Context: an optimization exercise on an open-source flow, tuned for small area and a short achievable clock period. The choices shown serve that exercise and are no tape-out recipe.
At most, simulation tests tie the RTL to the original design; equivalence was not proved.
For runs 1, 3 and 4, only the layout was checked, not whether the RTL still works.
Power figures rest on the tool's default switching activity, not on a simulated workload.

$ cat flow/config.mk
export PLATFORM = sky130hd
export DESIGN_NAME = cordic
export DESIGN_NICKNAME = cordic
export VERILOG_FILES = /design/flow/design.v
export SDC_FILE = /design/flow/constraint.sdc
export NUM_CORES = 4
export LEC_CHECK = 0
export ABC_AREA = 1
export CAP_MARGIN = 20
export CORE_MARGIN = 2
export CORE_UTILIZATION = 60
export CTS_BUF_LIST = sky130_fd_sc_hd__clkbuf_8
export SETUP_SLACK_MARGIN = 0.5
export SLEW_MARGIN = 20
$ cat flow/constraint.sdc
create_clock -name core_clock -period 15.0 [get_ports {clock}]
set_input_delay 3.0000 -clock core_clock [delete_from_list [all_inputs] [get_ports {clock}]]
set_output_delay 3.0000 -clock core_clock [all_outputs]
set_load 0.01 [all_outputs]
$ cat flow/design.v
module cordic(CosX,SinX,theta,Sign,clock,reset);
	output [16:0] CosX,SinX;
	input  [15:0] theta;
	input  Sign,clock,reset;
	reg [15:0] X;
	reg [16:0] Y;
	reg [14:0] Z;
	reg        zsr;            
	reg [3:0]  iteration;
	wire zs = zsr;
	wire last = (iteration == 4'd15);
	wire [14:0] zop =
		(iteration == 4'd1)  ? (Z[14] ? 15'd4720 : (zs ? -15'd4719 : -15'd18321)) :
		(iteration == 4'd2)  ? (zs ? 15'd3593 : -15'd3593) :
		(iteration == 4'd3)  ? (zs ? 15'd1824 : -15'd1824) :
		(iteration == 4'd4)  ? (zs ? 15'd916  : -15'd916)  :
		(iteration == 4'd5)  ? (zs ? 15'd458  : -15'd458)  :
		(iteration == 4'd6)  ? (zs ? 15'd229  : -15'd229)  :
		(iteration == 4'd7)  ? (zs ? 15'd115  : -15'd115)  :
		(iteration == 4'd8)  ? (zs ? 15'd57   : -15'd57)   :
		(iteration == 4'd9)  ? (zs ? 15'd29   : -15'd29)   :
		(iteration == 4'd10) ? (zs ? 15'd14   : -15'd14)   :
		(iteration == 4'd11) ? (zs ? 15'd7    : -15'd7)    :
		(iteration == 4'd12) ? (zs ? 15'd4    : -15'd4)    :
		(iteration == 4'd13) ? (zs ? 15'd2    : -15'd2)    :
		(iteration == 4'd14) ? (zs ? 15'd1    : -15'd1)    : 15'd0;
	wire b = X[15];
	wire ysame = &(Y[15:0] ~^ {16{Y[16]}});      
	wire neg = last & (Y[16] ^ (ysame & b & (Y[16] ^ zs)));
	wire [16:0] yx = Y ^ {17{~zs}};
	wire [32:0] yext = {{16{yx[16]}}, yx} >> iteration;
	wire [15:0] yop = yext[15:0];
	wire [15:0] xx = X ^ {16{zs}};
	wire [32:0] xext = {{17{zs}}, xx} >> iteration;
	wire [16:0] xop = neg ? {15'd0, zs & b, ~b} : xext[16:0];
	wire [15:0] ylow = Y[15:0] & ~(16'hFFFF << iteration);
	wire yc = Y[16] & (|ylow);
	wire cx = yc ^ ~zs;
	wire cy = zs & ~neg;
	wire [16:0] ya = Y ^ {17{neg}};
	wire [15:0] SumX; addx ax(.a(X), .b(yop), .ci(cx), .s(SumX));
	wire [16:0] SumY; addy ay(.a(ya), .b(xop), .ci(cy), .s(SumY));
	wire [14:0] SumZ; addz az(.a(Z), .b(zop), .ci(1'b0), .s(SumZ));
	wire t45 = theta[13] & theta[11] & theta[10] & theta[8];
	always @(posedge clock)
		if (reset) begin
			iteration <= 4'd1;
			X <= 16'h9B74;
			Y <= Sign ? 17'h1648C : 17'h09B74;
			Z <= {Sign, theta[13:0] ^ {14{Sign}}};
			zsr <= ~Sign & ~t45;
		end else begin
			iteration <= iteration + 4'd1;
			X <= SumX;
			Y <= {SumY[16] | neg, SumY[15:0]};
			Z <= SumZ;
			zsr <= SumZ[14];
		end
	assign CosX = {1'b0, X};
	assign SinX = Y;
endmodule
module addx(input [15:0] a, input [15:0] b, input ci, output [15:0] s);
  wire [15:0] p = a ^ b;
  wire [15:0] g = a & b;
  wire g0c = g[0] | (p[0] & ci);
  wire gn1 = g[1] | (p[1] & g0c);
  wire gn2 = g[3] | (p[3] & g[2]);
  wire pn2 = p[3] & p[2];
  wire gn3 = g[5] | (p[5] & g[4]);
  wire pn3 = p[5] & p[4];
  wire gn4 = g[7] | (p[7] & g[6]);
  wire pn4 = p[7] & p[6];
  wire gn5 = g[9] | (p[9] & g[8]);
  wire pn5 = p[9] & p[8];
  wire gn6 = g[11] | (p[11] & g[10]);
  wire pn6 = p[11] & p[10];
  wire gn7 = g[13] | (p[13] & g[12]);
  wire pn7 = p[13] & p[12];
  wire gn8 = g[15] | (p[15] & g[14]);
  wire pn8 = p[15] & p[14];
  wire gn9 = g[2] | (p[2] & gn1);
  wire gn10 = gn2 | (pn2 & gn1);
  wire gn11 = g[6] | (p[6] & gn3);
  wire pn11 = p[6] & pn3;
  wire gn12 = gn4 | (pn4 & gn3);
  wire pn12 = pn4 & pn3;
  wire gn13 = g[10] | (p[10] & gn5);
  wire pn13 = p[10] & pn5;
  wire gn14 = gn6 | (pn6 & gn5);
  wire pn14 = pn6 & pn5;
  wire gn15 = g[14] | (p[14] & gn7);
  wire pn15 = p[14] & pn7;
  wire gn16 = gn8 | (pn8 & gn7);
  wire pn16 = pn8 & pn7;
  wire gn17 = g[4] | (p[4] & gn10);
  wire gn18 = gn3 | (pn3 & gn10);
  wire gn19 = gn11 | (pn11 & gn10);
  wire gn20 = gn12 | (pn12 & gn10);
  wire gn21 = g[12] | (p[12] & gn14);
  wire pn21 = p[12] & pn14;
  wire gn22 = gn7 | (pn7 & gn14);
  wire pn22 = pn7 & pn14;
  wire gn23 = gn15 | (pn15 & gn14);
  wire pn23 = pn15 & pn14;
  wire gn24 = gn16 | (pn16 & gn14);
  wire pn24 = pn16 & pn14;
  wire gn25 = g[8] | (p[8] & gn20);
  wire gn26 = gn5 | (pn5 & gn20);
  wire gn27 = gn13 | (pn13 & gn20);
  wire gn28 = gn14 | (pn14 & gn20);
  wire gn29 = gn21 | (pn21 & gn20);
  wire gn30 = gn22 | (pn22 & gn20);
  wire gn31 = gn23 | (pn23 & gn20);
  wire gn32 = gn24 | (pn24 & gn20);
  wire [15:0] c = {gn31, gn30, gn29, gn28, gn27, gn26, gn25, gn20, gn19, gn18, gn17, gn10, gn9, gn1, g0c, ci};
  assign s = p ^ c;
endmodule
module addy(input [16:0] a, input [16:0] b, input ci, output [16:0] s);
  wire [16:0] p = a ^ b;
  wire [16:0] g = a & b;
  wire g0c = g[0] | (p[0] & ci);
  wire gn1 = g[1] | (p[1] & g0c);
  wire gn2 = g[3] | (p[3] & g[2]);
  wire pn2 = p[3] & p[2];
  wire gn3 = g[5] | (p[5] & g[4]);
  wire pn3 = p[5] & p[4];
  wire gn4 = g[7] | (p[7] & g[6]);
  wire pn4 = p[7] & p[6];
  wire gn5 = g[9] | (p[9] & g[8]);
  wire pn5 = p[9] & p[8];
  wire gn6 = g[11] | (p[11] & g[10]);
  wire pn6 = p[11] & p[10];
  wire gn7 = g[13] | (p[13] & g[12]);
  wire pn7 = p[13] & p[12];
  wire gn8 = g[15] | (p[15] & g[14]);
  wire pn8 = p[15] & p[14];
  wire gn9 = g[2] | (p[2] & gn1);
  wire gn10 = gn2 | (pn2 & gn1);
  wire gn11 = g[6] | (p[6] & gn3);
  wire pn11 = p[6] & pn3;
  wire gn12 = gn4 | (pn4 & gn3);
  wire pn12 = pn4 & pn3;
  wire gn13 = g[10] | (p[10] & gn5);
  wire pn13 = p[10] & pn5;
  wire gn14 = gn6 | (pn6 & gn5);
  wire pn14 = pn6 & pn5;
  wire gn15 = g[14] | (p[14] & gn7);
  wire pn15 = p[14] & pn7;
  wire gn16 = gn8 | (pn8 & gn7);
  wire pn16 = pn8 & pn7;
  wire gn17 = g[4] | (p[4] & gn10);
  wire gn18 = gn3 | (pn3 & gn10);
  wire gn19 = gn11 | (pn11 & gn10);
  wire gn20 = gn12 | (pn12 & gn10);
  wire gn21 = g[12] | (p[12] & gn14);
  wire pn21 = p[12] & pn14;
  wire gn22 = gn7 | (pn7 & gn14);
  wire pn22 = pn7 & pn14;
  wire gn23 = gn15 | (pn15 & gn14);
  wire pn23 = pn15 & pn14;
  wire gn24 = gn16 | (pn16 & gn14);
  wire pn24 = pn16 & pn14;
  wire gn25 = g[8] | (p[8] & gn20);
  wire gn26 = gn5 | (pn5 & gn20);
  wire gn27 = gn13 | (pn13 & gn20);
  wire gn28 = gn14 | (pn14 & gn20);
  wire gn29 = gn21 | (pn21 & gn20);
  wire gn30 = gn22 | (pn22 & gn20);
  wire gn31 = gn23 | (pn23 & gn20);
  wire gn32 = gn24 | (pn24 & gn20);
  wire gn33 = g[16] | (p[16] & gn32);
  wire [16:0] c = {gn32, gn31, gn30, gn29, gn28, gn27, gn26, gn25, gn20, gn19, gn18, gn17, gn10, gn9, gn1, g0c, ci};
  assign s = p ^ c;
endmodule
module addz(input [14:0] a, input [14:0] b, input ci, output [14:0] s);
  wire [14:0] p = a ^ b;
  wire [14:0] g = a & b;
  wire g0c = g[0] | (p[0] & ci);
  wire gn1 = g[1] | (p[1] & g0c);
  wire gn2 = g[3] | (p[3] & g[2]);
  wire pn2 = p[3] & p[2];
  wire gn3 = g[5] | (p[5] & g[4]);
  wire pn3 = p[5] & p[4];
  wire gn4 = g[7] | (p[7] & g[6]);
  wire pn4 = p[7] & p[6];
  wire gn5 = g[9] | (p[9] & g[8]);
  wire pn5 = p[9] & p[8];
  wire gn6 = g[11] | (p[11] & g[10]);
  wire pn6 = p[11] & p[10];
  wire gn7 = g[13] | (p[13] & g[12]);
  wire pn7 = p[13] & p[12];
  wire gn8 = gn2 | (pn2 & gn1);
  wire gn9 = gn4 | (pn4 & gn3);
  wire pn9 = pn4 & pn3;
  wire gn10 = gn6 | (pn6 & gn5);
  wire pn10 = pn6 & pn5;
  wire gn11 = gn9 | (pn9 & gn8);
  wire gn12 = gn10 | (pn10 & gn11);
  wire gn13 = gn3 | (pn3 & gn8);
  wire gn14 = gn5 | (pn5 & gn11);
  wire gn15 = gn7 | (pn7 & gn12);
  wire gn16 = g[2] | (p[2] & gn1);
  wire gn17 = g[4] | (p[4] & gn8);
  wire gn18 = g[6] | (p[6] & gn13);
  wire gn19 = g[8] | (p[8] & gn11);
  wire gn20 = g[10] | (p[10] & gn14);
  wire gn21 = g[12] | (p[12] & gn12);
  wire gn22 = g[14] | (p[14] & gn15);
  wire [14:0] c = {gn15, gn21, gn12, gn20, gn14, gn19, gn11, gn18, gn13, gn17, gn8, gn16, gn1, g0c, ci};
  assign s = p ^ c;
endmodule
$ cat flow/flow/run.sh
#!/bin/bash
# The standard layout (standard.sh), with repair_timing aiming for a
# setup margin of 10.9 ns and buf_2 port buffers. make's output goes to
# flow_make.log here; each ORFS step logs under orfs/logs.
set -euo pipefail
sed -e "s/SETUP_SLACK_MARGIN=[0-9.]*/SETUP_SLACK_MARGIN=10.9 'BUFFER_PORTS_ARGS=-buffer_cell sky130_fd_sc_hd__buf_2'/" standard.sh > my_standard.sh
bash my_standard.sh > flow_make.log 2>&1
$ cat flow/standard.sh
#!/bin/bash
# synth_recipe.tcl (not shown) runs the flow's synth.tcl, then flattens the netlist and writes it again
# the make line also repeats each setting of config.mk as NAME=value (left out here)
make -C /OpenROAD-flow-scripts/flow DESIGN_CONFIG=/design/flow/config.mk WORK_HOME=/design/flow/orfs CLKGATE_MAP_FILE= SYNTH_SCRIPT=/design/flow/synth_recipe.tcl "${@:-finish}"
==> summary.txt, run 1 <==
Critical path
  – Critical path's slowest cell: fa_2
  – Reg2reg path depth: 19
  – Critical Path RT: 15.22 ns
  – CP Launch Type: flip-flop
  – Arrival time worst endpoint: 4.30 ns
  – Crit path max fanout: 5
  – Endpoint class of the critical path: flip-flop
  – Crit-path most repeated cell: nand2_2
  – RR Endpoint: X[8]
  – R2r setup slk: 10.92 ns
  – Worst reg2reg path startpoint: iteration[0]
  – CP cell instances: buf_12 -> buf_4 -> ha_4 -> nand2_2 -> o22ai_2 -> o41ai_2 -> a31oi_2 -> xor2_2 -> fa_2 -> fa_2 -> nor2_2 -> a211oi_2 -> o21ai_1 -> nand2_1 -> nand2_2 -> nand2_2 -> nand2_4 -> fa_1 -> or2_2
  – CP Class: flip-flop to flip-flop
  – Critical path's largest stage delay: 0.42 ns

Power
  – Switching Share: 0.530
  – Sequential share of power: 0.153
  – VDD IR-drop max: 178 uV
  – Clock network power share: 0.047
  – Power per standard cell area: 258 nW/um^2
  – Static leakage: 3.58 nW
  – Int Pwr: 0.898 mW
  – Switching pwr: 1.01 mW
  – Part of the power in combinational logic: 0.800

Hold path
  – Hold WC Path Type: flip-flop to flip-flop
  – Hold Startpoint: Z[0]
  – Hold path depth: 3
  – Worst hold path endpoint: Z[0]

Routing
  – Drt total wl: 19,200 um
  – Vias per inst: 5.86
  – First-pass iteration count of the detailed router: 5
  – DRC Markers: 0
  – Via count: 6,704
  – Routed length per placed instance: 16.7 um
  – DR iter-0 viols: 723
  – Routed Antenna Nets: 0

Logic synthesis
  – Synth unique cells: 52
  – Share of the synthesized area in the top cell type: 0.170
  – Top cells by area, synth: dfxtp_1 (17%), nand2_1 (13%), ha_1 (9.2%), inv_1 (7.4%), o21ai_0 (7.1%)
  – Synthesized flop and latch total: 53
  – Syn_nets: 1,019
  – Warnings, synthesis: 1
  – Number of synthesized flops with an enable pin: 0
  – Seq/Total Area, Yosys: 0.170
  – Async S/R FF share, synth: 0
  – Top FF cell, synth: dfxtp_1
  – Cells after synthesis: 937
  – Cell Area, Synth: 6240 sq um
  – Syn Area/Cell: 6.66 sq um
  – Yosys top cell by area: dfxtp_1

Floorplan
  – Core area: 10,200 sq um
  – Die Area: 11,200 sq um
  – DIE WIDTH: 106 um
  – Die H: 106 um
  – Row Count: 37
  – Boundary Pins: 53
  – Initial Util: 0.612

Finish
  – Finished Layout Cells: 1,145
  – Area growth, synth to finish: 18.8%
  – Fraction of layout cells with a size suffix above 1: 0.225
  – # nets final: 1,091
  – # diodes: 0

Clock tree
  – CTS tree: done
  – H-tree levels: 2
  – Sink Count: 53
  – Latest clock arrival within the worst-skew pair: 0.32 ns
  – Root Buffer: clkbuf_8
  – TritonCTS buffer count: 5
  – Clock slew at reported path FFs: 0.10 ns
  – Clock buffer depth: 2

STA
  – Min cycle time layout: 4.08 ns
  – Minimum hold slack: 0.604 ns
  – Tcrit/Tclk final: 0.272
  – Final Hold Fails: 0
  – RSZ-0062 raised after global routing: true
  – Tightest Pin Transition: 0.562 ns
  – Fin Setup TNS: 0 ns
  – Slew Limit Fails: 0
  – Rel. slew slack: 0.621
  – Final Skew: 0.00850 ns
  – Final number of setup-violating endpoints: 0
  – Fmax: 245 MHz

Placement
  – Hpwl dp: 13,100 um
  – Dpl cells: 1,086
  – Port bufs: 49
  – Routability congestion estimate: 0.931

GRT
  – First-pass GRT wire length: 29,900 um
  – Pin count of the biggest net entering global routing: 37
  – Grt ovf: 0
  – Initial antenna violation count: 0
  – Vias in the first global route: 6,118
  – Gr usage total: 0.332

Run status
  – Outcome: timing/DRC/antenna clean

Job
  – Max Cap Viol: 0
cell usage after synthesis, drive strengths merged, types with 4 or more instances:
library cell	number
o22ai	9
o221ai	15
nand2	223
buf	17
fa	17
or2	7
xnor2	27
a31oi	5
a211oi	5
mux2i	7
nor3	4
nand3	44
o211ai	12
o21ai	95
ha	46
inv	130
dfxtp	53
nand4	6
a21oi	61
clkbuf	24
xor2	39
nor2	64
flip-flops by register name, indices dropped and copies added, names as in the netlist:
signal	flops
X	16
Y	17
Z	15
iteration	4
zsr	1
placed cells by master, fill, tap and decap left out, types with 5 or more instances in the layout:
cell type	instances
nor2_1	45
buf_2	48
nand3_2	5
xor2_1	35
ha_1	43
o21ai_1	17
mux2i_1	7
a21oi_1	59
o221ai_1	14
nor2_2	10
nand3_1	39
dfxtp_1	44
nand2_1	200
or2_2	5
buf_12	5
o211ai_1	12
nand4_1	6
fa_1	13
inv_2	10
o21ai_2	7
o22ai_1	7
buf_4	43
clkinvlp_4	5
nor2_4	7
inv_1	113
nand2_2	19
o21ai_0	71
xnor2_1	27
clkbuf_8	6
dfxtp_2	6
worst max-delay path, delay by kind of cell (launching register included):
family                   cells  cell delay (ns)
adder cells (fa/ha/maj)      4             1.34
AO/OA/AOI/OAI                5             0.93
AND/OR/NAND/NOR              7             0.83
flip-flops                   1             0.37
buffers and inverters        2             0.29
XOR/XNOR                     1             0.22
layout make-up:
type	count	area (sq um)
Inverter	132	551
Tap cell	136	170
Multi-Input combinational cell	712	4710
Clock inverter	1	7.51
Timing Repair inverter	2	12.5
Clock buffer	6	82.6
Timing Repair Buffer	103	798
Fill cell	850	2780
Sequential cell	53	1080
metal layers:
metal  wire [um]  vias up  global-route usage
li1            -     3235                   -
met1        8410     3095               0.472
met2        8670      333               0.535
met3        1680       41              0.0368
met4         402        0              0.0883
met5           0        -                   0
power groups by stage:
stage	Sequential, mW	Clock (mW)	Combinational, mW
after floorplan	0.284	0	1.00
after global placement	0.294	0	1.23
after detailed placement	0.297	0	1.27
after CTS	0.288	0.0914	1.37
after global routing	0.302	0.0951	1.71
final	0.293	0.0896	1.53
metrics by stage:
step | utilization | cell area (sq um) | worst slack, ns | total power, mW
floorplan | - | 6260 | 10.91 | 1.29
CTS | 0.683 | 6960 | 10.90 | 1.75
global route | 0.727 | 7410 | 10.78 | 2.11
detailed placement | 0.634 | 6460 | 9.19 | 1.57
global placement | 0.634 | 6460 | 9.23 | 1.52
finish | 0.727 | 7410 | 10.92 | 1.91
kinds of logic after synthesis:
| family | count (synthesis) | synth area share |
|---|---|---|
| flops | 53 | 0.170 |
| simple gates | 355 | 0.256 |
| mux | 7 | 0.0112 |
| fa+ha+maj | 63 | 0.147 |
| buf+inv | 173 | 0.118 |
| compound gates | 219 | 0.204 |
| xor+xnor | 66 | 0.0927 |
| other cells | 1 | 0.000601 |
worst max path at each step:
| stage | start | end | slack [ns] |
|---|---|---|---|
| floorplan | iteration[0] | X[8] | 10.91 |
| global placement | reset | Y[16] | 9.23 |
| detailed placement | reset | Y[16] | 9.19 |
| CTS | zsr | Y[8] | 10.90 |
| global route | iteration[1] | X[8] | 10.78 |
| finish | iteration[0] | X[8] | 10.92 |
timing repair:
| action | CTS | global route |
|---|---|---|
| pin swaps | 7 | 28 |
| gates cloned | 5 | 1 |
| setup buffers | 23 | 23 |
| hold endpoints to repair | 0 | 0 |
| hold buffers | 0 | 0 |
| gates resized for setup | 39 | 83 |
| endpoints found under the setup margin | 45 | 29 |
==> run 2, diff against run 1 <==
--- a/flow/design.v
+++ b/flow/design.v
@@ -78,41 +78,29 @@
   wire pn7 = p[13] & p[12];
   wire gn8 = g[15] | (p[15] & g[14]);
   wire pn8 = p[15] & p[14];
-  wire gn9 = g[2] | (p[2] & gn1);
-  wire gn10 = gn2 | (pn2 & gn1);
-  wire gn11 = g[6] | (p[6] & gn3);
-  wire pn11 = p[6] & pn3;
-  wire gn12 = gn4 | (pn4 & gn3);
-  wire pn12 = pn4 & pn3;
-  wire gn13 = g[10] | (p[10] & gn5);
-  wire pn13 = p[10] & pn5;
-  wire gn14 = gn6 | (pn6 & gn5);
-  wire pn14 = pn6 & pn5;
-  wire gn15 = g[14] | (p[14] & gn7);
-  wire pn15 = p[14] & pn7;
-  wire gn16 = gn8 | (pn8 & gn7);
-  wire pn16 = pn8 & pn7;
-  wire gn17 = g[4] | (p[4] & gn10);
-  wire gn18 = gn3 | (pn3 & gn10);
-  wire gn19 = gn11 | (pn11 & gn10);
-  wire gn20 = gn12 | (pn12 & gn10);
-  wire gn21 = g[12] | (p[12] & gn14);
-  wire pn21 = p[12] & pn14;
-  wire gn22 = gn7 | (pn7 & gn14);
-  wire pn22 = pn7 & pn14;
-  wire gn23 = gn15 | (pn15 & gn14);
-  wire pn23 = pn15 & pn14;
-  wire gn24 = gn16 | (pn16 & gn14);
-  wire pn24 = pn16 & pn14;
-  wire gn25 = g[8] | (p[8] & gn20);
-  wire gn26 = gn5 | (pn5 & gn20);
-  wire gn27 = gn13 | (pn13 & gn20);
-  wire gn28 = gn14 | (pn14 & gn20);
-  wire gn29 = gn21 | (pn21 & gn20);
-  wire gn30 = gn22 | (pn22 & gn20);
-  wire gn31 = gn23 | (pn23 & gn20);
-  wire gn32 = gn24 | (pn24 & gn20);
-  wire [15:0] c = {gn31, gn30, gn29, gn28, gn27, gn26, gn25, gn20, gn19, gn18, gn17, gn10, gn9, gn1, g0c, ci};
+  wire gn9 = gn2 | (pn2 & gn1);
+  wire gn10 = gn4 | (pn4 & gn3);
+  wire pn10 = pn4 & pn3;
+  wire gn11 = gn6 | (pn6 & gn5);
+  wire pn11 = pn6 & pn5;
+  wire gn12 = gn8 | (pn8 & gn7);
+  wire pn12 = pn8 & pn7;
+  wire gn13 = gn10 | (pn10 & gn9);
+  wire gn14 = gn12 | (pn12 & gn11);
+  wire pn14 = pn12 & pn11;
+  wire gn15 = gn14 | (pn14 & gn13);
+  wire gn16 = gn11 | (pn11 & gn13);
+  wire gn17 = gn3 | (pn3 & gn9);
+  wire gn18 = gn5 | (pn5 & gn13);
+  wire gn19 = gn7 | (pn7 & gn16);
+  wire gn20 = g[2] | (p[2] & gn1);
+  wire gn21 = g[4] | (p[4] & gn9);
+  wire gn22 = g[6] | (p[6] & gn17);
+  wire gn23 = g[8] | (p[8] & gn13);
+  wire gn24 = g[10] | (p[10] & gn18);
+  wire gn25 = g[12] | (p[12] & gn16);
+  wire gn26 = g[14] | (p[14] & gn19);
+  wire [15:0] c = {gn26, gn19, gn25, gn16, gn24, gn18, gn23, gn13, gn22, gn17, gn21, gn9, gn20, gn1, g0c, ci};
   assign s = p ^ c;
 endmodule
 module addy(input [16:0] a, input [16:0] b, input ci, output [16:0] s);
@@ -134,42 +122,30 @@
   wire pn7 = p[13] & p[12];
   wire gn8 = g[15] | (p[15] & g[14]);
   wire pn8 = p[15] & p[14];
-  wire gn9 = g[2] | (p[2] & gn1);
-  wire gn10 = gn2 | (pn2 & gn1);
-  wire gn11 = g[6] | (p[6] & gn3);
-  wire pn11 = p[6] & pn3;
-  wire gn12 = gn4 | (pn4 & gn3);
-  wire pn12 = pn4 & pn3;
-  wire gn13 = g[10] | (p[10] & gn5);
-  wire pn13 = p[10] & pn5;
-  wire gn14 = gn6 | (pn6 & gn5);
-  wire pn14 = pn6 & pn5;
-  wire gn15 = g[14] | (p[14] & gn7);
-  wire pn15 = p[14] & pn7;
-  wire gn16 = gn8 | (pn8 & gn7);
-  wire pn16 = pn8 & pn7;
-  wire gn17 = g[4] | (p[4] & gn10);
-  wire gn18 = gn3 | (pn3 & gn10);
-  wire gn19 = gn11 | (pn11 & gn10);
-  wire gn20 = gn12 | (pn12 & gn10);
-  wire gn21 = g[12] | (p[12] & gn14);
-  wire pn21 = p[12] & pn14;
-  wire gn22 = gn7 | (pn7 & gn14);
-  wire pn22 = pn7 & pn14;
-  wire gn23 = gn15 | (pn15 & gn14);
-  wire pn23 = pn15 & pn14;
-  wire gn24 = gn16 | (pn16 & gn14);
-  wire pn24 = pn16 & pn14;
-  wire gn25 = g[8] | (p[8] & gn20);
-  wire gn26 = gn5 | (pn5 & gn20);
-  wire gn27 = gn13 | (pn13 & gn20);
-  wire gn28 = gn14 | (pn14 & gn20);
-  wire gn29 = gn21 | (pn21 & gn20);
-  wire gn30 = gn22 | (pn22 & gn20);
-  wire gn31 = gn23 | (pn23 & gn20);
-  wire gn32 = gn24 | (pn24 & gn20);
-  wire gn33 = g[16] | (p[16] & gn32);
-  wire [16:0] c = {gn32, gn31, gn30, gn29, gn28, gn27, gn26, gn25, gn20, gn19, gn18, gn17, gn10, gn9, gn1, g0c, ci};
+  wire gn9 = gn2 | (pn2 & gn1);
+  wire gn10 = gn4 | (pn4 & gn3);
+  wire pn10 = pn4 & pn3;
+  wire gn11 = gn6 | (pn6 & gn5);
+  wire pn11 = pn6 & pn5;
+  wire gn12 = gn8 | (pn8 & gn7);
+  wire pn12 = pn8 & pn7;
+  wire gn13 = gn10 | (pn10 & gn9);
+  wire gn14 = gn12 | (pn12 & gn11);
+  wire pn14 = pn12 & pn11;
+  wire gn15 = gn14 | (pn14 & gn13);
+  wire gn16 = gn11 | (pn11 & gn13);
+  wire gn17 = gn3 | (pn3 & gn9);
+  wire gn18 = gn5 | (pn5 & gn13);
+  wire gn19 = gn7 | (pn7 & gn16);
+  wire gn20 = g[2] | (p[2] & gn1);
+  wire gn21 = g[4] | (p[4] & gn9);
+  wire gn22 = g[6] | (p[6] & gn17);
+  wire gn23 = g[8] | (p[8] & gn13);
+  wire gn24 = g[10] | (p[10] & gn18);
+  wire gn25 = g[12] | (p[12] & gn16);
+  wire gn26 = g[14] | (p[14] & gn19);
+  wire gn27 = g[16] | (p[16] & gn15);
+  wire [16:0] c = {gn15, gn26, gn19, gn25, gn16, gn24, gn18, gn23, gn13, gn22, gn17, gn21, gn9, gn20, gn1, g0c, ci};
   assign s = p ^ c;
 endmodule
 module addz(input [14:0] a, input [14:0] b, input ci, output [14:0] s);
==> run 2 against run 1 <==
Register-to-register slack better by 0.10 ns. Routed wire length decreased by 3.6%. Worst setup slack better by 0.042 ns. Critical path type is now flip-flop to output port.
==> summary.txt, run 2 <==
Run status
  – Outcome: timing/DRC/antenna clean

Logic synthesis
  – Most common cell in the netlist: nand2_1
  – Share of the synthesized area in the top cell type: 0.168
  – Largest family of logic cells by synthesized area: simple AND/OR/NAND/NOR gates
  – Cell Area, Synth: 6320 sq um
  – Post-synthesis mux area share: 0.00792
  – Cells after synthesis: 935
  – Area share of fa/ha/maj cells after synthesis: 0.168
  – Async S/R FF share, synth: 0
  – Synthesized flop and latch total: 53
  – Post-Synth Simple-Gate Area: 0.243
  – Top FF cell, synth: dfxtp_1
  – Seq/Total Area, Yosys: 0.168
  – Syn Area/Cell: 6.76 sq um
  – Number of synthesized flops with an enable pin: 0
  – Synth Area in Compound Gates: 0.188
  – Xor-xnor portion of the synthesized cell area: 0.106
  – Warnings, synthesis: 1
  – Synth unique cells: 48
  – Synth cell count leaders: nand2_1 (220), inv_1 (114), o21ai_0 (90)
  – Yosys top cell by area: dfxtp_1
  – Syn_nets: 1,024
  – Top cells by area, synth: dfxtp_1 (17%), nand2_1 (13%), ha_1 (8.9%), fa_1 (7.9%), o21ai_0 (7.1%)

STA
  – Slew Limit Fails: 0
  – Fmax: 247 MHz
  – Final Skew: 0.0122 ns
  – Fin Setup TNS: 0 ns
  – Min cycle time layout: 4.04 ns
  – Final Hold Fails: 0
  – Final number of setup-violating endpoints: 0
  – RSZ-0062 raised after global routing: true
  – Tcrit/Tclk final: 0.269
  – Rel. slew slack: 0.641
  – Tightest Pin Transition: 0.538 ns

Routing
  – Drt total wl: 18,500 um
  – DR iter-0 viols: 630
  – Routed Antenna Nets: 0
  – First-pass iteration count of the detailed router: 6
  – Via count: 6,436
  – Routed length per placed instance: 16.7 um
  – DRC Markers: 0
  – Vias per inst: 5.81

Floorplan
  – Boundary Pins: 53
  – Core area: 10,300 sq um
  – Initial Util: 0.615
  – DIE WIDTH: 107 um
  – Die Area: 11,400 sq um
  – Die H: 107 um
  – Row Count: 37

Clock tree
  – TritonCTS buffer count: 5
  – Latest clock arrival within the worst-skew pair: 0.34 ns
  – Clock buffer depth: 2
  – H-tree levels: 2
  – Root Buffer: clkbuf_8
  – Clock slew at reported path FFs: 0.11 ns
  – Sink Count: 53
  – CTS tree: done
  – Cts hold-fix bufs: 0

Placement
  – Routability congestion estimate: 0.996
  – Post-DP Area: 6500 sq um
  – Port bufs: 49
  – Hpwl dp: 13,100 um

Critical path
  – Buf+Inv Stages, Crit Path: 1
  – CP Class: flip-flop to output port
  – Critical path's largest stage delay: 0.51 ns
  – CP Launch Type: flip-flop
  – Critical Path RT: 12.00 ns
  – Arrival time worst endpoint: 1.04 ns
  – CP cell instances: buf_2
  – Crit path max-delay family: flip-flops
  – Critical path's slowest cell: dfxtp_1
  – Endpoint class of the critical path: output port
  – Crit path max fanout: 5

GRT
  – Vias in the first global route: 5,946
  – Initial antenna violation count: 0
  – First-pass GRT wire length: 29,800 um
  – Pin count of the biggest net entering global routing: 38
  – Gr usage total: 0.327
  – Grt ovf: 0

Finish
  – Most frequent cells in the layout: nand2_1 (215), inv_1 (112), o21ai_0 (81)
  – Fill count: 945
  – Largest register FFs: 17
  – Commonest non-fill, non-tap cell in the layout: nand2_1
  – Biggest register: Y
  – Area growth, synth to finish: 13.5%
  – Fraction of layout cells with a size suffix above 1: 0.167
  – Finished Cell Area: 7170 sq um
  – Regs by FF count: Y x17, X x16, Z x15
  – # nets final: 1,059
  – # diodes: 0
  – Core Util, Final: 0.698

Power
  – VDD IR-drop max: 160 uV
  – Power per standard cell area: 252 nW/um^2
  – Power, Total: 1.81 mW
  – Static leakage: 3.51 nW

Job
  – Max Cap Viol: 0

Hold path
  – Hold WC Path Type: flip-flop to flip-flop
==> run 2: changes by cell type after synthesis, sizes merged, moves of 5 or more <==
| cell | change |
|---|---|
| buf | +8 |
| nand4 | +5 |
| xor2 | +10 |
| inv | -9 |
| a21boi | +5 |
| fa | +8 |
| o21ai | +6 |
| a21oi | -10 |
==> run 2: power breakdown <==
| group | internal, mW | leakage, nW | switching, mW |
|---|---|---|---|
| combinational | 0.589 | 3.02 | 0.816 |
| sequential | 0.216 | 0.446 | 0.0925 |
| clock | 0.0349 | 0.0495 | 0.0587 |
==> run 2: metrics by stage <==
stage          setup slack [ns]  hold WS (ns)  std cells
6_report                  10.96         0.613       1107
5_1_grt                   10.83         0.646       1107
4_1_cts                   10.90         0.621       1100
3_5_place_dp               9.24         0.597       1080
3_3_place_gp               9.31         0.566       1080
2_1_floorplan             10.84         0.556        935
==> run 2: cell type report <==
class | count | area (sq um) | share of cell area
timing repair buffer | 72 | 577 | 0.0805
clock buffer | 5 | 68.8 | 0.00960
sequential | 53 | 1090 | 0.152
inverter | 124 | 517 | 0.0721
clock inverter | 3 | 26.3 | 0.00366
multi-input combinational | 714 | 4720 | 0.659
tap | 136 | 170 | 0.0237
==> run 2: worst reg2reg max path, cell delays in order (launching register included) <==
cell      delay (ns)
dfxtp_4         0.37
buf_12          0.14
buf_12          0.13
ha_4            0.17
nand2_4         0.08
nor2_2          0.04
a21oi_1         0.12
nand4_1         0.14
nand2_1         0.10
nand4_1         0.09
nand2_2         0.14
xor2_2          0.09
fa_2            0.38
fa_2            0.40
nor2_4          0.12
a211oi_4        0.06
o31ai_2         0.25
nand2_1         0.11
nand2_2         0.11
a31oi_4         0.10
fa_2            0.41
xnor2_2         0.15
a21oi_1         0.11
o21ai_1         0.07
==> run 2: kinds of logic after synthesis <==
group | after synthesis
AND/OR/NAND/NOR | 356
multiplexers | 5
other | 1
AO/OA/AOI/OAI | 208
XOR/XNOR | 73
flip-flops | 53
buffers and inverters | 169
adder cells (fa/ha/maj) | 70
==> run 2: per-layer routing <==
layer | vias to the layer above | track usage | wire (um)
met5 | - | 0 | 0
met4 | 0 | 0.0974 | 434
met1 | 2992 | 0.473 | 8230
met2 | 282 | 0.514 | 8370
met3 | 33 | 0.0365 | 1440
li1 | 3129 | - | -
==> run 2: worst paths after layout <==
kind | startpoint | endpoint | slack, ns | cells past startpoint
max | Y[15] | SinX[15] | 10.96 | 1
min | Z[0] | Z[0] | 0.61 | 3
max reg2reg | iteration[1] | X[15] | 11.02 | 23
min reg2reg | Z[0] | Z[0] | 0.61 | 3
==> run 2: what timing repair did <==
action	4_1_cts	5_1_grt
endpoints found under the setup margin	49	24
gates cloned	3	1
gates resized for setup	41	53
pin swaps	6	18
setup buffers	9	6
==> run 3, diff against run 2 <==
--- a/flow/design.v
+++ b/flow/design.v
@@ -4,26 +4,27 @@
 	input  Sign,clock,reset;
 	reg [15:0] X;
 	reg [16:0] Y;
-	reg [14:0] Z;
+	reg [13:0] Z;
+	reg        S1;             
 	reg        zsr;            
 	reg [3:0]  iteration;
 	wire zs = zsr;
 	wire last = (iteration == 4'd15);
-	wire [14:0] zop =
-		(iteration == 4'd1)  ? (Z[14] ? 15'd4720 : (zs ? -15'd4719 : -15'd18321)) :
-		(iteration == 4'd2)  ? (zs ? 15'd3593 : -15'd3593) :
-		(iteration == 4'd3)  ? (zs ? 15'd1824 : -15'd1824) :
-		(iteration == 4'd4)  ? (zs ? 15'd916  : -15'd916)  :
-		(iteration == 4'd5)  ? (zs ? 15'd458  : -15'd458)  :
-		(iteration == 4'd6)  ? (zs ? 15'd229  : -15'd229)  :
-		(iteration == 4'd7)  ? (zs ? 15'd115  : -15'd115)  :
-		(iteration == 4'd8)  ? (zs ? 15'd57   : -15'd57)   :
-		(iteration == 4'd9)  ? (zs ? 15'd29   : -15'd29)   :
-		(iteration == 4'd10) ? (zs ? 15'd14   : -15'd14)   :
-		(iteration == 4'd11) ? (zs ? 15'd7    : -15'd7)    :
-		(iteration == 4'd12) ? (zs ? 15'd4    : -15'd4)    :
-		(iteration == 4'd13) ? (zs ? 15'd2    : -15'd2)    :
-		(iteration == 4'd14) ? (zs ? 15'd1    : -15'd1)    : 15'd0;
+	wire [13:0] zop =
+		(iteration == 4'd1)  ? (S1 ? 14'd4720 : (zs ? -14'd4719 : 14'd14447)) :
+		(iteration == 4'd2)  ? (zs ? 14'd3593 : -14'd3593) :
+		(iteration == 4'd3)  ? (zs ? 14'd1824 : -14'd1824) :
+		(iteration == 4'd4)  ? (zs ? 14'd916  : -14'd916)  :
+		(iteration == 4'd5)  ? (zs ? 14'd458  : -14'd458)  :
+		(iteration == 4'd6)  ? (zs ? 14'd229  : -14'd229)  :
+		(iteration == 4'd7)  ? (zs ? 14'd115  : -14'd115)  :
+		(iteration == 4'd8)  ? (zs ? 14'd57   : -14'd57)   :
+		(iteration == 4'd9)  ? (zs ? 14'd29   : -14'd29)   :
+		(iteration == 4'd10) ? (zs ? 14'd14   : -14'd14)   :
+		(iteration == 4'd11) ? (zs ? 14'd7    : -14'd7)    :
+		(iteration == 4'd12) ? (zs ? 14'd4    : -14'd4)    :
+		(iteration == 4'd13) ? (zs ? 14'd2    : -14'd2)    :
+		(iteration == 4'd14) ? (zs ? 14'd1    : -14'd1)    : 14'd0;
 	wire b = X[15];
 	wire ysame = &(Y[15:0] ~^ {16{Y[16]}});      
 	wire neg = last & (Y[16] ^ (ysame & b & (Y[16] ^ zs)));
@@ -40,21 +41,23 @@
 	wire [16:0] ya = Y ^ {17{neg}};
 	wire [15:0] SumX; addx ax(.a(X), .b(yop), .ci(cx), .s(SumX));
 	wire [16:0] SumY; addy ay(.a(ya), .b(xop), .ci(cy), .s(SumY));
-	wire [14:0] SumZ; addz az(.a(Z), .b(zop), .ci(1'b0), .s(SumZ));
+	wire [13:0] SumZ; addz az(.a(Z), .b(zop), .ci(1'b0), .s(SumZ));
 	wire t45 = theta[13] & theta[11] & theta[10] & theta[8];
 	always @(posedge clock)
 		if (reset) begin
 			iteration <= 4'd1;
 			X <= 16'h9B74;
 			Y <= Sign ? 17'h1648C : 17'h09B74;
-			Z <= {Sign, theta[13:0] ^ {14{Sign}}};
+			Z <= theta[13:0] ^ {14{Sign}};
+			S1 <= Sign;
 			zsr <= ~Sign & ~t45;
 		end else begin
 			iteration <= iteration + 4'd1;
 			X <= SumX;
 			Y <= {SumY[16] | neg, SumY[15:0]};
 			Z <= SumZ;
-			zsr <= SumZ[14];
+			S1 <= 1'b0;
+			zsr <= SumZ[13];
 		end
 	assign CosX = {1'b0, X};
 	assign SinX = Y;
@@ -148,9 +151,9 @@
   wire [16:0] c = {gn15, gn26, gn19, gn25, gn16, gn24, gn18, gn23, gn13, gn22, gn17, gn21, gn9, gn20, gn1, g0c, ci};
   assign s = p ^ c;
 endmodule
-module addz(input [14:0] a, input [14:0] b, input ci, output [14:0] s);
-  wire [14:0] p = a ^ b;
-  wire [14:0] g = a & b;
+module addz(input [13:0] a, input [13:0] b, input ci, output [13:0] s);
+  wire [13:0] p = a ^ b;
+  wire [13:0] g = a & b;
   wire g0c = g[0] | (p[0] & ci);
   wire gn1 = g[1] | (p[1] & g0c);
   wire gn2 = g[3] | (p[3] & g[2]);
@@ -181,7 +184,6 @@
   wire gn19 = g[8] | (p[8] & gn11);
   wire gn20 = g[10] | (p[10] & gn14);
   wire gn21 = g[12] | (p[12] & gn12);
-  wire gn22 = g[14] | (p[14] & gn15);
-  wire [14:0] c = {gn15, gn21, gn12, gn20, gn14, gn19, gn11, gn18, gn13, gn17, gn8, gn16, gn1, g0c, ci};
+  wire [13:0] c = {gn21, gn12, gn20, gn14, gn19, gn11, gn18, gn13, gn17, gn8, gn16, gn1, g0c, ci};
   assign s = p ^ c;
 endmodule
==> run 3 against run 2 <==
Still clean on timing, DRC and antenna. First-iteration DRC count grew 30%. Clock power shrank 4.1%. Fmax shrank 6.0%. Combinational power grew 9%. Power grew 5.6%.
==> summary.txt, run 3 <==
Run status
  – Outcome: timing/DRC/antenna clean

STA
  – RSZ-0062 raised after global routing: true
  – Tcrit/Tclk final: 0.287
  – Final Skew: 0.0117 ns
  – Slew Limit Fails: 0
  – Final critical-path setup slack: 10.70 ns
  – Rel. slew slack: 0.652
  – Tightest Pin Transition: 0.519 ns
  – Final Hold Fails: 0
  – Fmax: 233 MHz
  – Min cycle time layout: 4.30 ns
  – Fin Setup TNS: 0 ns
  – Final number of setup-violating endpoints: 0

Critical path
  – Endpoint class of the critical path: flip-flop
  – Critical Path RT: 15.21 ns
  – CP Launch Type: flip-flop
  – Crit path max fanout: 4
  – Arrival time worst endpoint: 4.51 ns
  – CP Class: flip-flop to flip-flop

Routing
  – DRT met1 WL: 8250 um
  – Via count: 6,664
  – Routed Antenna Nets: 0
  – WL met3: 1880 um
  – Drt total wl: 20,100 um
  – First-pass iteration count of the detailed router: 5
  – Top layer reached by signal wires: met4
  – DR iter-0 viols: 821
  – DRC Markers: 0
  – WL met2: 9220 um
  – Vias per inst: 5.93
  – Routed length per placed instance: 17.9 um

Finish
  – Finished Layout Cells: 1,123
  – Finished Cell Area: 7610 sq um
  – Most frequent cells in the layout: nand2_1 (181), inv_1 (103), o21ai_0 (80)
  – Fraction of layout cells with a size suffix above 1: 0.268
  – Area growth, synth to finish: 23.8%
  – Regs by FF count: Y x17, X x16, Z x14
  – Biggest register: Y
  – # diodes: 0
  – Register cell area after layout: 1100 sq um
  – # nets final: 1,076
  – Area occupied by multi-input gates: 4770 sq um
  – Fill count: 777
  – Commonest non-fill, non-tap cell in the layout: nand2_1
  – Largest register FFs: 17

Clock tree
  – Sink Count: 53
  – Root Buffer: clkbuf_8
  – Latest clock arrival within the worst-skew pair: 0.33 ns
  – TritonCTS buffer count: 5
  – Clock buffer depth: 2
  – H-tree levels: 2
  – Cts hold-fix bufs: 0
  – CTS tree: done
  – Clock slew at reported path FFs: 0.11 ns

Placement
  – Port bufs: 49
  – Post-DP Area: 6400 sq um
  – Pre-CTS setup slack: 9.37 ns
  – Hpwl dp: 12,900 um
  – Routability congestion estimate: 0.965
  – Dpl cells: 1,051

Logic synthesis
  – Most common cell in the netlist: nand2_1
  – Synth unique cells: 50
  – Async S/R FF share, synth: 0
  – Synthesized flop and latch total: 53
  – Yosys top cell by area: dfxtp_1
  – Cell Area, Synth: 6140 sq um
  – Number of synthesized flops with an enable pin: 0
  – Synth cell count leaders: nand2_1 (193), inv_1 (116), o21ai_0 (104)
  – Cells after synthesis: 909
  – Syn Area/Cell: 6.76 sq um
  – Top cells by area, synth: dfxtp_1 (17%), nand2_1 (12%), ha_1 (8.8%), o21ai_0 (8.5%), fa_1 (8.1%)
  – Warnings, synthesis: 1
  – Share of the synthesized area in the top cell type: 0.173
  – Seq/Total Area, Yosys: 0.173
  – Syn_nets: 996
  – Top FF cell, synth: dfxtp_1

Floorplan
  – Die Area: 11,100 sq um
  – DIE WIDTH: 105 um
  – Core area: 9860 sq um
  – Die H: 105 um
  – Initial Util: 0.623
  – Row Count: 36
  – Boundary Pins: 53

GRT
  – First-pass GRT wire length: 31,700 um
  – Initial antenna violation count: 0
  – Pin count of the biggest net entering global routing: 36
  – Gr usage total: 0.357
  – Grt ovf: 0
  – Vias in the first global route: 6,196

Power
  – Static leakage: 3.63 nW
  – Power per standard cell area: 251 nW/um^2
  – VDD IR-drop max: 182 uV

Job
  – Max Cap Viol: 0

Hold path
  – Hold WC Path Type: flip-flop to flip-flop
## run 3: cell type report
class	count	share of cell area
multi-input cells	686	0.627
flip-flops and latches	53	0.144
repair buffers	115	0.124
inverters	125	0.0682
well taps	133	0.0219
clock buffers	5	0.00904
clock inverters	3	0.00345
repair inverters	3	0.00247
## run 3: layer usage
| metal | vias up | GRT usage |
|---|---|---|
| li1 | 3145 | - |
| met1 | 3083 | 0.489 |
| met2 | 368 | 0.574 |
| met3 | 68 | 0.0493 |
| met4 | 0 | 0.121 |
| met5 | - | 0 |
## run 3: cell families after synthesis
group | share of synthesized area
fa+ha+maj | 0.169
xor+xnor | 0.103
other cells | 0.000610
flops | 0.173
buf+inv | 0.117
compound gates | 0.205
simple gates | 0.226
mux | 0.00652
## run 3: worst paths after layout
kind           startpoint      endpoint  depth (start not counted)  slack (ns)
min          iteration[2]  iteration[2]                          2        0.57
max          iteration[0]         X[15]                         23       10.70
max reg2reg  iteration[0]         X[15]                         23       10.70
min reg2reg  iteration[2]  iteration[2]                          2        0.57
## run 3: what timing repair did
action,CTS,global route
pin swaps,27,51
buffers inserted,39,17
resized for setup,76,82
cloned,8,0
setup endpoints to repair,46,19
## run 3: critical path: stages (launching register included)
cell and delay [ns]:
dfxtp_4 0.37, buf_12 0.14, ha_4 0.17, nor2_4 0.12
buf_6 0.10, nor2_2 0.03, nor2_2 0.10, a31oi_2 0.11
o41ai_4 0.40, xor2_1 0.16, fa_2 0.43, fa_2 0.43
o21ai_4 0.16, a31oi_4 0.10, nor2_1 0.11, o21ai_1 0.07
nand2_1 0.11, a21boi_2 0.08, nor2_2 0.12, a211oi_2 0.08
fa_2 0.41, xnor2_2 0.15, a21oi_1 0.14, o21ai_1 0.08
## run 3: report_power, final
part           internal [mW]  switching (mW)  leakage, nW
Clock                 0.0342          0.0556       0.0487
Sequential             0.216          0.0837        0.447
Combinational          0.661           0.857         3.14
Total                  0.911           0.996         3.63
## run 3: stage by stage
step / util / hold WS, ns / power [mW]
final: 0.771 / 0.573 / 1.91
after global routing: 0.771 / 0.588 / 2.09
after CTS: 0.733 / 0.560 / 1.76
after detailed placement: 0.649 / 0.611 / 1.52
after global placement: 0.649 / 0.582 / 1.47
after floorplan: - / 0.567 / 1.23
==> run 4, diff against run 3 <==
--- a/flow/design.v
+++ b/flow/design.v
@@ -7,37 +7,38 @@
 	reg [13:0] Z;
 	reg        S1;             
 	reg        zsr;            
-	reg [3:0]  iteration;
+	reg [3:0]  sh;             
 	wire zs = zsr;
-	wire last = (iteration == 4'd15);
+	wire last = (sh == 4'd14);
 	wire [13:0] zop =
-		(iteration == 4'd1)  ? (S1 ? 14'd4720 : (zs ? -14'd4719 : 14'd14447)) :
-		(iteration == 4'd2)  ? (zs ? 14'd3593 : -14'd3593) :
-		(iteration == 4'd3)  ? (zs ? 14'd1824 : -14'd1824) :
-		(iteration == 4'd4)  ? (zs ? 14'd916  : -14'd916)  :
-		(iteration == 4'd5)  ? (zs ? 14'd458  : -14'd458)  :
-		(iteration == 4'd6)  ? (zs ? 14'd229  : -14'd229)  :
-		(iteration == 4'd7)  ? (zs ? 14'd115  : -14'd115)  :
-		(iteration == 4'd8)  ? (zs ? 14'd57   : -14'd57)   :
-		(iteration == 4'd9)  ? (zs ? 14'd29   : -14'd29)   :
-		(iteration == 4'd10) ? (zs ? 14'd14   : -14'd14)   :
-		(iteration == 4'd11) ? (zs ? 14'd7    : -14'd7)    :
-		(iteration == 4'd12) ? (zs ? 14'd4    : -14'd4)    :
-		(iteration == 4'd13) ? (zs ? 14'd2    : -14'd2)    :
-		(iteration == 4'd14) ? (zs ? 14'd1    : -14'd1)    : 14'd0;
+		(sh == 4'd0)  ? (S1 ? 14'd4720 : (zs ? -14'd4719 : 14'd14447)) :
+		(sh == 4'd1)  ? (zs ? 14'd3593 : -14'd3593) :
+		(sh == 4'd2)  ? (zs ? 14'd1824 : -14'd1824) :
+		(sh == 4'd3)  ? (zs ? 14'd916  : -14'd916)  :
+		(sh == 4'd4)  ? (zs ? 14'd458  : -14'd458)  :
+		(sh == 4'd5)  ? (zs ? 14'd229  : -14'd229)  :
+		(sh == 4'd6)  ? (zs ? 14'd115  : -14'd115)  :
+		(sh == 4'd7)  ? (zs ? 14'd57   : -14'd57)   :
+		(sh == 4'd8)  ? (zs ? 14'd29   : -14'd29)   :
+		(sh == 4'd9) ? (zs ? 14'd14   : -14'd14)   :
+		(sh == 4'd10) ? (zs ? 14'd7    : -14'd7)    :
+		(sh == 4'd11) ? (zs ? 14'd4    : -14'd4)    :
+		(sh == 4'd12) ? (zs ? 14'd2    : -14'd2)    :
+		(sh == 4'd13) ? (zs ? 14'd1    : -14'd1)    : 14'd0;
 	wire b = X[15];
 	wire ysame = &(Y[15:0] ~^ {16{Y[16]}});      
 	wire neg = last & (Y[16] ^ (ysame & b & (Y[16] ^ zs)));
 	wire [16:0] yx = Y ^ {17{~zs}};
-	wire [32:0] yext = {{16{yx[16]}}, yx} >> iteration;
+	wire [32:0] yext = {{17{yx[16]}}, yx[16:1]} >> sh;
 	wire [15:0] yop = yext[15:0];
 	wire [15:0] xx = X ^ {16{zs}};
-	wire [32:0] xext = {{17{zs}}, xx} >> iteration;
-	wire [16:0] xop = neg ? {15'd0, zs & b, ~b} : xext[16:0];
-	wire [15:0] ylow = Y[15:0] & ~(16'hFFFF << iteration);
+	wire fillx = zs & ~neg;
+	wire [32:0] xext = {{18{fillx}}, xx[15:1] ^ {neg, 14'd0}} >> sh;
+	wire [16:0] xop = xext[16:0];
+	wire [15:0] ylow = Y[15:0] & ~(16'hFFFE << sh);
 	wire yc = Y[16] & (|ylow);
 	wire cx = yc ^ ~zs;
-	wire cy = zs & ~neg;
+	wire cy = zs;
 	wire [16:0] ya = Y ^ {17{neg}};
 	wire [15:0] SumX; addx ax(.a(X), .b(yop), .ci(cx), .s(SumX));
 	wire [16:0] SumY; addy ay(.a(ya), .b(xop), .ci(cy), .s(SumY));
@@ -45,14 +46,14 @@
 	wire t45 = theta[13] & theta[11] & theta[10] & theta[8];
 	always @(posedge clock)
 		if (reset) begin
-			iteration <= 4'd1;
+			sh <= 4'd0;
 			X <= 16'h9B74;
 			Y <= Sign ? 17'h1648C : 17'h09B74;
 			Z <= theta[13:0] ^ {14{Sign}};
 			S1 <= Sign;
 			zsr <= ~Sign & ~t45;
 		end else begin
-			iteration <= iteration + 4'd1;
+			sh <= sh + 4'd1;
 			X <= SumX;
 			Y <= {SumY[16] | neg, SumY[15:0]};
 			Z <= SumZ;
==> run 4 against run 3 <==
Non-clock buffer count up 10. Sequential power up 2%. Hold slack better by 0.036 ns. Die area down 1.5%. Area after synthesis down 1.5%. Count of clock-buffer cells in the layout unchanged. Cell count up 1.4%. Register-to-register slack better by 0.10 ns. Fmax up 2.5%. Clock power up 9.7%. Critical path type unchanged. Largest cell class unchanged. Largest power group unchanged.
==> summary.txt, run 4 <==
Run status
  – Outcome: timing/DRC/antenna clean

Power
  – Switching Share: 0.522
  – Power per standard cell area: 256 nW/um^2
  – Part of the power in combinational logic: 0.793
  – Static leakage: 3.75 nW
  – Clock network power share: 0.050
  – Sequential share of power: 0.157
  – Switching pwr: 1.02 mW
  – VDD IR-drop max: 217 uV
  – Power, Total: 1.96 mW
  – Int Pwr: 0.936 mW

Floorplan
  – Initial Util: 0.619
  – Boundary Pins: 53
  – DIE WIDTH: 104 um
  – Die Area: 10,900 sq um
  – Core area: 9770 sq um
  – Die H: 104 um
  – Row Count: 36

GRT
  – Pin count of the biggest net entering global routing: 38
  – Grt ovf: 0
  – Vias in the first global route: 6,453
  – Gr usage total: 0.355
  – Initial antenna violation count: 0
  – First-pass GRT wire length: 31,100 um

Critical path
  – Crit path max-delay family: compound AO/OA/AOI/OAI gates
  – Reg2reg path depth: 26
  – Crit path max fanout: 4
  – R2r setup slk: 10.81 ns
  – CP Launch Type: flip-flop
  – Critical path's largest stage delay: 0.41 ns
  – CP Class: flip-flop to flip-flop
  – Crit-path most repeated cell: nand2_1
  – Buf+Inv Stages, Crit Path: 3
  – Worst reg2reg path startpoint: sh[0]
  – Endpoint class of the critical path: flip-flop
  – RR Endpoint: Z[13]
  – Critical Path RT: 15.24 ns
  – Arrival time worst endpoint: 4.43 ns
  – Critical path's slowest cell: dfxtp_4

STA
  – Final Hold Fails: 0
  – Final critical-path setup slack: 10.81 ns
  – Fin Setup TNS: 0 ns
  – Final Skew: 0.0100 ns
  – Fmax: 238 MHz
  – Minimum hold slack: 0.609 ns
  – Min cycle time layout: 4.19 ns
  – Tightest Pin Transition: 0.564 ns
  – Final number of setup-violating endpoints: 0
  – Rel. slew slack: 0.621
  – RSZ-0062 raised after global routing: true
  – Slew Limit Fails: 0
  – Tcrit/Tclk final: 0.280

Logic synthesis
  – Share of the synthesized area in the top cell type: 0.175
  – Seq/Total Area, Yosys: 0.175
  – Synth cell count leaders: nand2_1 (210), inv_1 (121), o21ai_0 (80)
  – Syn_nets: 997
  – Cell Area, Synth: 6050 sq um
  – Syn Area/Cell: 6.64 sq um
  – Top cells by area, synth: dfxtp_1 (18%), nand2_1 (13%), ha_1 (8.7%), fa_1 (8.3%), inv_1 (7.5%)
  – Warnings, synthesis: 1
  – Most common cell in the netlist: nand2_1
  – Synth unique cells: 51
  – Number of synthesized flops with an enable pin: 0
  – Top FF cell, synth: dfxtp_1
  – Async S/R FF share, synth: 0
  – Cells after synthesis: 911
  – Synthesized flop and latch total: 53
  – Yosys top cell by area: dfxtp_1

Routing
  – Routed Antenna Nets: 0
  – DR iter-0 viols: 541
  – DRC Markers: 0
  – Vias per inst: 5.93
  – First-pass iteration count of the detailed router: 5
  – Drt total wl: 20,500 um
  – Via count: 6,752
  – Routed length per placed instance: 18.0 um

Clock tree
  – Cts hold-fix bufs: 0
  – CTS tree: done
  – Latest clock arrival within the worst-skew pair: 0.34 ns
  – Root Buffer: clkbuf_8
  – Clock slew at reported path FFs: 0.12 ns
  – TritonCTS buffer count: 5
  – H-tree levels: 2
  – Clock buffer depth: 2
  – Sink Count: 53

Placement
  – Pre-CTS setup slack: 9.37 ns
  – Hpwl dp: 12,800 um
  – Routability congestion estimate: 0.955
  – Port bufs: 49

Finish
  – Largest register FFs: 17
  – Commonest non-fill, non-tap cell in the layout: nand2_1
  – Regs by FF count: Y x17, X x16, Z x14
  – # nets final: 1,091
  – Core Util, Final: 0.781
  – Area growth, synth to finish: 26.3%
  – Fill count: 744
  – Most frequent cells in the layout: nand2_1 (201), inv_1 (113), o21ai_0 (64)
  – Biggest register: Y
  – Fraction of layout cells with a size suffix above 1: 0.282
  – # diodes: 0

Hold path
  – Worst hold path endpoint: Z[0]
  – Hold WC Path Type: flip-flop to flip-flop
  – Hold path depth: 3
  – Hold Startpoint: Z[0]

Job
  – Max Cap Viol: 0
-- run 4: worst register-to-register path: stages, from the launching register on --
cell and delay (ns):
dfxtp_4 0.41, clkinvlp_4 0.11, buf_8 0.13, ha_4 0.18
o211ai_1 0.28, nand2_1 0.14, nand2_1 0.10, nand2_2 0.07
nand2_2 0.09, nand3_2 0.07, a21oi_2 0.14, o21ai_1 0.08
o21ai_1 0.21, a21oi_2 0.10, ha_1 0.34, nand2_1 0.07
o21ai_2 0.17, a21oi_2 0.08, o21bai_2 0.17, a31oi_2 0.13
o21a_1 0.23, fa_2 0.35, xor2_2 0.16, inv_1 0.07
nand3_2 0.08, nand3_2 0.08, nand2_1 0.06
-- run 4: layout make-up --
cell class                      count  area [sq um]  area share
Clock inverter                      3          28.8     0.00377
Timing Repair Buffer              125           970       0.127
Sequential cell                    53          1140       0.149
Multi-Input combinational cell    685          4710       0.616
Inverter                          133           546      0.0714
Timing Repair inverter              2          16.3     0.00213
Tap cell                          133           166      0.0218
Clock buffer                        5          68.8     0.00901
-- run 4: metal layers --
| layer | GRT usage | up-vias | routed length (um) |
|---|---|---|---|
| li1 | - | 3138 | - |
| met1 | 0.461 | 3225 | 8660 |
| met2 | 0.591 | 328 | 9640 |
| met3 | 0.0583 | 61 | 1620 |
| met4 | 0.133 | 0 | 619 |
| met5 | 0 | - | 0 |
-- run 4: metrics by stage --
step	area, sq um	instances
finish	7640	1139
global route	7640	1139
CTS	7120	1106
detailed placement	6360	1056
global placement	6360	1056
floorplan	6190	911
-- run 4: cells by family (layout without fill, tap and decap cells) --
kind of cell / count (synthesis) / in the layout / share of synthesized area
AO/OA/AOI/OAI: 202 / 202 / 0.193
other: 1 / 1 / 0.000620
AND/OR/NAND/NOR: 354 / 354 / 0.253
adder cells (fa/ha/maj): 67 / 67 / 0.170
flip-flops: 53 / 53 / 0.175
multiplexers: 2 / 2 / 0.00331
buffers and inverters: 173 / 268 / 0.119
XOR/XNOR: 59 / 59 / 0.0854
-- run 4: worst max path at each step --
| stage | start | endpoint | slack [ns] | depth (start not counted) |
|---|---|---|---|---|
| floorplan | sh[0] | Y[15] | 10.90 | 31 |
| global placement | sh[0] | Y[15] | 9.49 | 28 |
| detailed placement | sh[0] | Y[15] | 9.37 | 28 |
| CTS | Y[11] | SinX[11] | 10.88 | 3 |
| global route | sh[0] | Z[13] | 10.62 | 26 |
| finish | sh[0] | Z[13] | 10.81 | 26 |
-- run 4: timing repair --
action / in CTS / in global routing
setup buffers: 38 / 32
pin swaps: 28 / 41
cloned: 4 / 1
setup endpoints to repair: 44 / 23
resized for setup: 85 / 72
-- run 4: power by group through the flow --
| stage | combinational (mW) | sequential (mW) | clock [mW] |
|---|---|---|---|
| floorplan | 0.924 | 0.290 | 0 |
| global placement | 1.13 | 0.300 | 0 |
| detailed placement | 1.19 | 0.302 | 0 |
| CTS | 1.36 | 0.300 | 0.0974 |
| global route | 1.71 | 0.316 | 0.102 |
| finish | 1.55 | 0.307 | 0.0985 |
==> run 5, diff against run 4 <==
--- a/flow/design.v
+++ b/flow/design.v
@@ -10,21 +10,17 @@
 	reg [3:0]  sh;             
 	wire zs = zsr;
 	wire last = (sh == 4'd14);
-	wire [13:0] zop =
-		(sh == 4'd0)  ? (S1 ? 14'd4720 : (zs ? -14'd4719 : 14'd14447)) :
-		(sh == 4'd1)  ? (zs ? 14'd3593 : -14'd3593) :
-		(sh == 4'd2)  ? (zs ? 14'd1824 : -14'd1824) :
-		(sh == 4'd3)  ? (zs ? 14'd916  : -14'd916)  :
-		(sh == 4'd4)  ? (zs ? 14'd458  : -14'd458)  :
-		(sh == 4'd5)  ? (zs ? 14'd229  : -14'd229)  :
-		(sh == 4'd6)  ? (zs ? 14'd115  : -14'd115)  :
-		(sh == 4'd7)  ? (zs ? 14'd57   : -14'd57)   :
-		(sh == 4'd8)  ? (zs ? 14'd29   : -14'd29)   :
-		(sh == 4'd9) ? (zs ? 14'd14   : -14'd14)   :
-		(sh == 4'd10) ? (zs ? 14'd7    : -14'd7)    :
-		(sh == 4'd11) ? (zs ? 14'd4    : -14'd4)    :
-		(sh == 4'd12) ? (zs ? 14'd2    : -14'd2)    :
-		(sh == 4'd13) ? (zs ? 14'd1    : -14'd1)    : 14'd0;
+	wire [13:0] atan =
+		(sh == 4'd1)  ? 14'd3593 : (sh == 4'd2)  ? 14'd1824 :
+		(sh == 4'd3)  ? 14'd916  : (sh == 4'd4)  ? 14'd458  :
+		(sh == 4'd5)  ? 14'd229  : (sh == 4'd6)  ? 14'd115  :
+		(sh == 4'd7)  ? 14'd57   : (sh == 4'd8)  ? 14'd29   :
+		(sh == 4'd9)  ? 14'd14   : (sh == 4'd10) ? 14'd7    :
+		(sh == 4'd11) ? 14'd4    : (sh == 4'd12) ? 14'd2    :
+		(sh == 4'd13) ? 14'd1    : 14'd0;
+	wire first = (sh == 4'd0);
+	wire [13:0] zop = first ? (S1 ? 14'd4720 : (zs ? -14'd4719 : 14'd14447)) : (atan ^ {14{~zs}});
+	wire zci = ~first & ~zs;
 	wire b = X[15];
 	wire ysame = &(Y[15:0] ~^ {16{Y[16]}});      
 	wire neg = last & (Y[16] ^ (ysame & b & (Y[16] ^ zs)));
@@ -42,7 +38,7 @@
 	wire [16:0] ya = Y ^ {17{neg}};
 	wire [15:0] SumX; addx ax(.a(X), .b(yop), .ci(cx), .s(SumX));
 	wire [16:0] SumY; addy ay(.a(ya), .b(xop), .ci(cy), .s(SumY));
-	wire [13:0] SumZ; addz az(.a(Z), .b(zop), .ci(1'b0), .s(SumZ));
+	wire [13:0] SumZ; addz az(.a(Z), .b(zop), .ci(zci), .s(SumZ));
 	wire t45 = theta[13] & theta[11] & theta[10] & theta[8];
 	always @(posedge clock)
 		if (reset) begin
==> run 5 against run 4 <==
Hold slack improved by 0.061 ns. Clock skew increased by 0.0063 ns. Critical endpoint unchanged. Via count decreased by 7.0%. Combinational power decreased by 3%. Routed wire length decreased by 6.4%. Sequential share of layout area increased by 1.1 points. Highest routed layer unchanged. Still clean on timing, DRC and antenna. Design area decreased by 7.8%. Critical path type unchanged.
==> summary.txt, run 5 <==
STA
  – Final critical-path setup slack: 10.65 ns
  – RSZ-0062 raised after global routing: true
  – Fin Setup TNS: 0 ns
  – Tightest Pin Transition: 0.506 ns
  – Final Hold Fails: 0
  – Final number of setup-violating endpoints: 0
  – Minimum hold slack: 0.670 ns
  – Min cycle time layout: 4.35 ns
  – Tcrit/Tclk final: 0.290
  – Slew Limit Fails: 0

Routing
  – Drt total wl: 19,200 um
  – Routed length per placed instance: 18.2 um
  – WL met3: 1850 um
  – Vias per inst: 5.95
  – DRT met1 WL: 7550 um
  – WL met2: 9060 um
  – DRC Markers: 0
  – Via count: 6,279
  – First-pass iteration count of the detailed router: 7

Logic synthesis
  – Synth unique cells: 52
  – Async S/R FF share, synth: 0
  – Seq/Total Area, Yosys: 0.184
  – Synthesized flop and latch total: 53
  – Syn_nets: 929
  – Warnings, synthesis: 1
  – Share of the synthesized area in the top cell type: 0.184
  – Syn Area/Cell: 6.85 sq um
  – Yosys top cell by area: dfxtp_1
  – Cell Area, Synth: 5770 sq um
  – Cells after synthesis: 843
  – Synth cell count leaders: nand2_1 (181), inv_1 (107), nor2_1 (74)

Critical path
  – CP Class: flip-flop to flip-flop
  – Buf+Inv Stages, Crit Path: 4
  – Endpoint class of the critical path: flip-flop
  – Critical path's slowest cell: dfxtp_4
  – Critical Path RT: 15.21 ns
  – CP Launch Type: flip-flop
  – Crit path max-delay family: compound AO/OA/AOI/OAI gates
  – Reg2reg path depth: 22
  – Worst reg2reg path startpoint: sh[1]
  – Arrival time worst endpoint: 4.56 ns
  – Crit path max fanout: 4
  – Critical path's largest stage delay: 0.42 ns
  – R2r setup slk: 10.65 ns

Power
  – Static leakage: 3.38 nW
  – VDD IR-drop max: 180 uV
  – Power, Total: 1.90 mW

GRT
  – Initial antenna violation count: 0
  – First-pass GRT wire length: 29,400 um
  – Grt ovf: 0
  – Pin count of the biggest net entering global routing: 42
  – Vias in the first global route: 5,827

Finish
  – # nets final: 1,012
  – Area growth, synth to finish: 22.0%
  – Commonest non-fill, non-tap cell in the layout: nand2_1
  – Biggest register: Y
  – Largest register FFs: 17

Clock tree
  – Latest clock arrival within the worst-skew pair: 0.33 ns
  – Clock buffer depth: 2
  – Root Buffer: clkbuf_8
  – Sink Count: 53
  – Clock slew at reported path FFs: 0.12 ns
  – TritonCTS buffer count: 5

Placement
  – Port bufs: 49
  – Hpwl dp: 12,200 um

Run status
  – Outcome: timing/DRC/antenna clean

Hold path
  – Hold path depth: 2
  – Worst hold path endpoint: sh[0]

Floorplan
  – DIE WIDTH: 102 um
  – Boundary Pins: 53
  – Die H: 102 um
[run 5: logic make-up after synthesis]
| logic type | Yosys count | synth area share |
|---|---|---|
| AND/OR/NAND/NOR | 310 | 0.228 |
| AO/OA/AOI/OAI | 190 | 0.195 |
| buffers and inverters | 157 | 0.113 |
| adder cells (fa/ha/maj) | 67 | 0.179 |
| XOR/XNOR | 59 | 0.0895 |
| flip-flops | 53 | 0.184 |
| multiplexers | 6 | 0.0104 |
| other | 1 | 0.000650 |
[run 5: report_power, final]
group,leakage (nW),switching (mW),internal [mW]
clock,0.0445,0.0570,0.0334
combinational,2.89,0.870,0.629
sequential,0.451,0.0856,0.223
total,3.38,1.01,0.885
[run 5: layout make-up]
class	instances	area, sq um
Clock buffer	5	68.8
Clock inverter	3	21.3
Fill cell	723	2240
Inverter	119	483
Multi-Input combinational cell	634	4400
Sequential cell	53	1120
Tap cell	129	161
Timing Repair Buffer	111	766
Timing Repair inverter	2	16.3
[run 5: per-layer routing]
layer,global-route usage,vias up
li1,-,2926
met1,0.472,2897
met2,0.625,374
met3,0.0520,82
met4,0.133,0
met5,0,-
[run 5: worst max-delay path by stage]
stage	start	endpoint	slack, ns	depth (start not counted)
detailed placement	sh[0]	Y[14]	8.99	27
global placement	sh[0]	Y[14]	9.04	27
floorplan	sh[0]	Z[13]	10.86	24
global route	sh[1]	Z[13]	10.44	22
finish	sh[1]	Z[13]	10.65	22
CTS	sh[0]	X[15]	10.73	23
[run 5: through the flow]
step	utilization	cells
after global placement	0.649	984
after global routing	0.759	1056
after detailed placement	0.649	984
after floorplan	-	843
final	0.759	1056
after CTS	0.740	1047
[run 5: timing repair]
item,4_1_cts,5_1_grt
pin swaps,38,25
hold buffers,0,0
setup endpoints to repair,47,20
cloned,3,1
gates resized for setup,108,22
buffers inserted,52,8
[run 5: worst reg2reg max path: stages, from the launching register on]
cell      delay, ns
dfxtp_4        0.42
buf_4          0.14
ha_2           0.20
inv_2          0.07
nor2_1         0.27
nor2_2         0.10
nand4_1        0.11
nand2_2        0.08
a211oi_2       0.24
fa_2           0.22
inv_1          0.05
fa_2           0.37
inv_2          0.08
a31oi_4        0.09
o311a_1        0.40
o21a_1         0.19
o21bai_1       0.18
a21oi_2        0.10
fa_2           0.36
xor2_1         0.18
nand3b_1       0.18
nand3_2        0.08
o211ai_1       0.10

separate check: timing with driven ports:
How much do the figures lean on ideal ports? The routed layouts below were timed once more, with nothing changed but the port constraints.
Step 1 assumes that a clkbuf_16 drives the clock port and a buf_2 every other input.
Step 2 times the ports against the registers' clock, not the clock port: input delays grow and output delays shrink by t, the midpoint of the rising clock arrivals with the driver on.
Slacks: ideal / step 1 / step 2; pairs: ideal / step 1.
run	t (ns)	setup WS [ns]	worst setup path at the end	slew at the worst register clock pin (ns)
run 1	0.351	10.918 / 10.888 / 10.759	input to register	0.11 / 0.11
run 2	0.371	10.960 / 10.924 / 10.771	input to register	0.11 / 0.11
run 3	0.359	10.701 / 10.701 / 10.650	input to register	0.11 / 0.11
run 4	0.372	10.806 / 10.806 / 10.591	input to register	0.12 / 0.12
run 5	0.357	10.651 / 10.651 / 10.651	register to register	0.12 / 0.12
After both steps setup and hold are still met in every run listed. The setup slack of run 4, which loses most, moves by 0.000 ns with the drivers and by -0.215 ns with both steps.
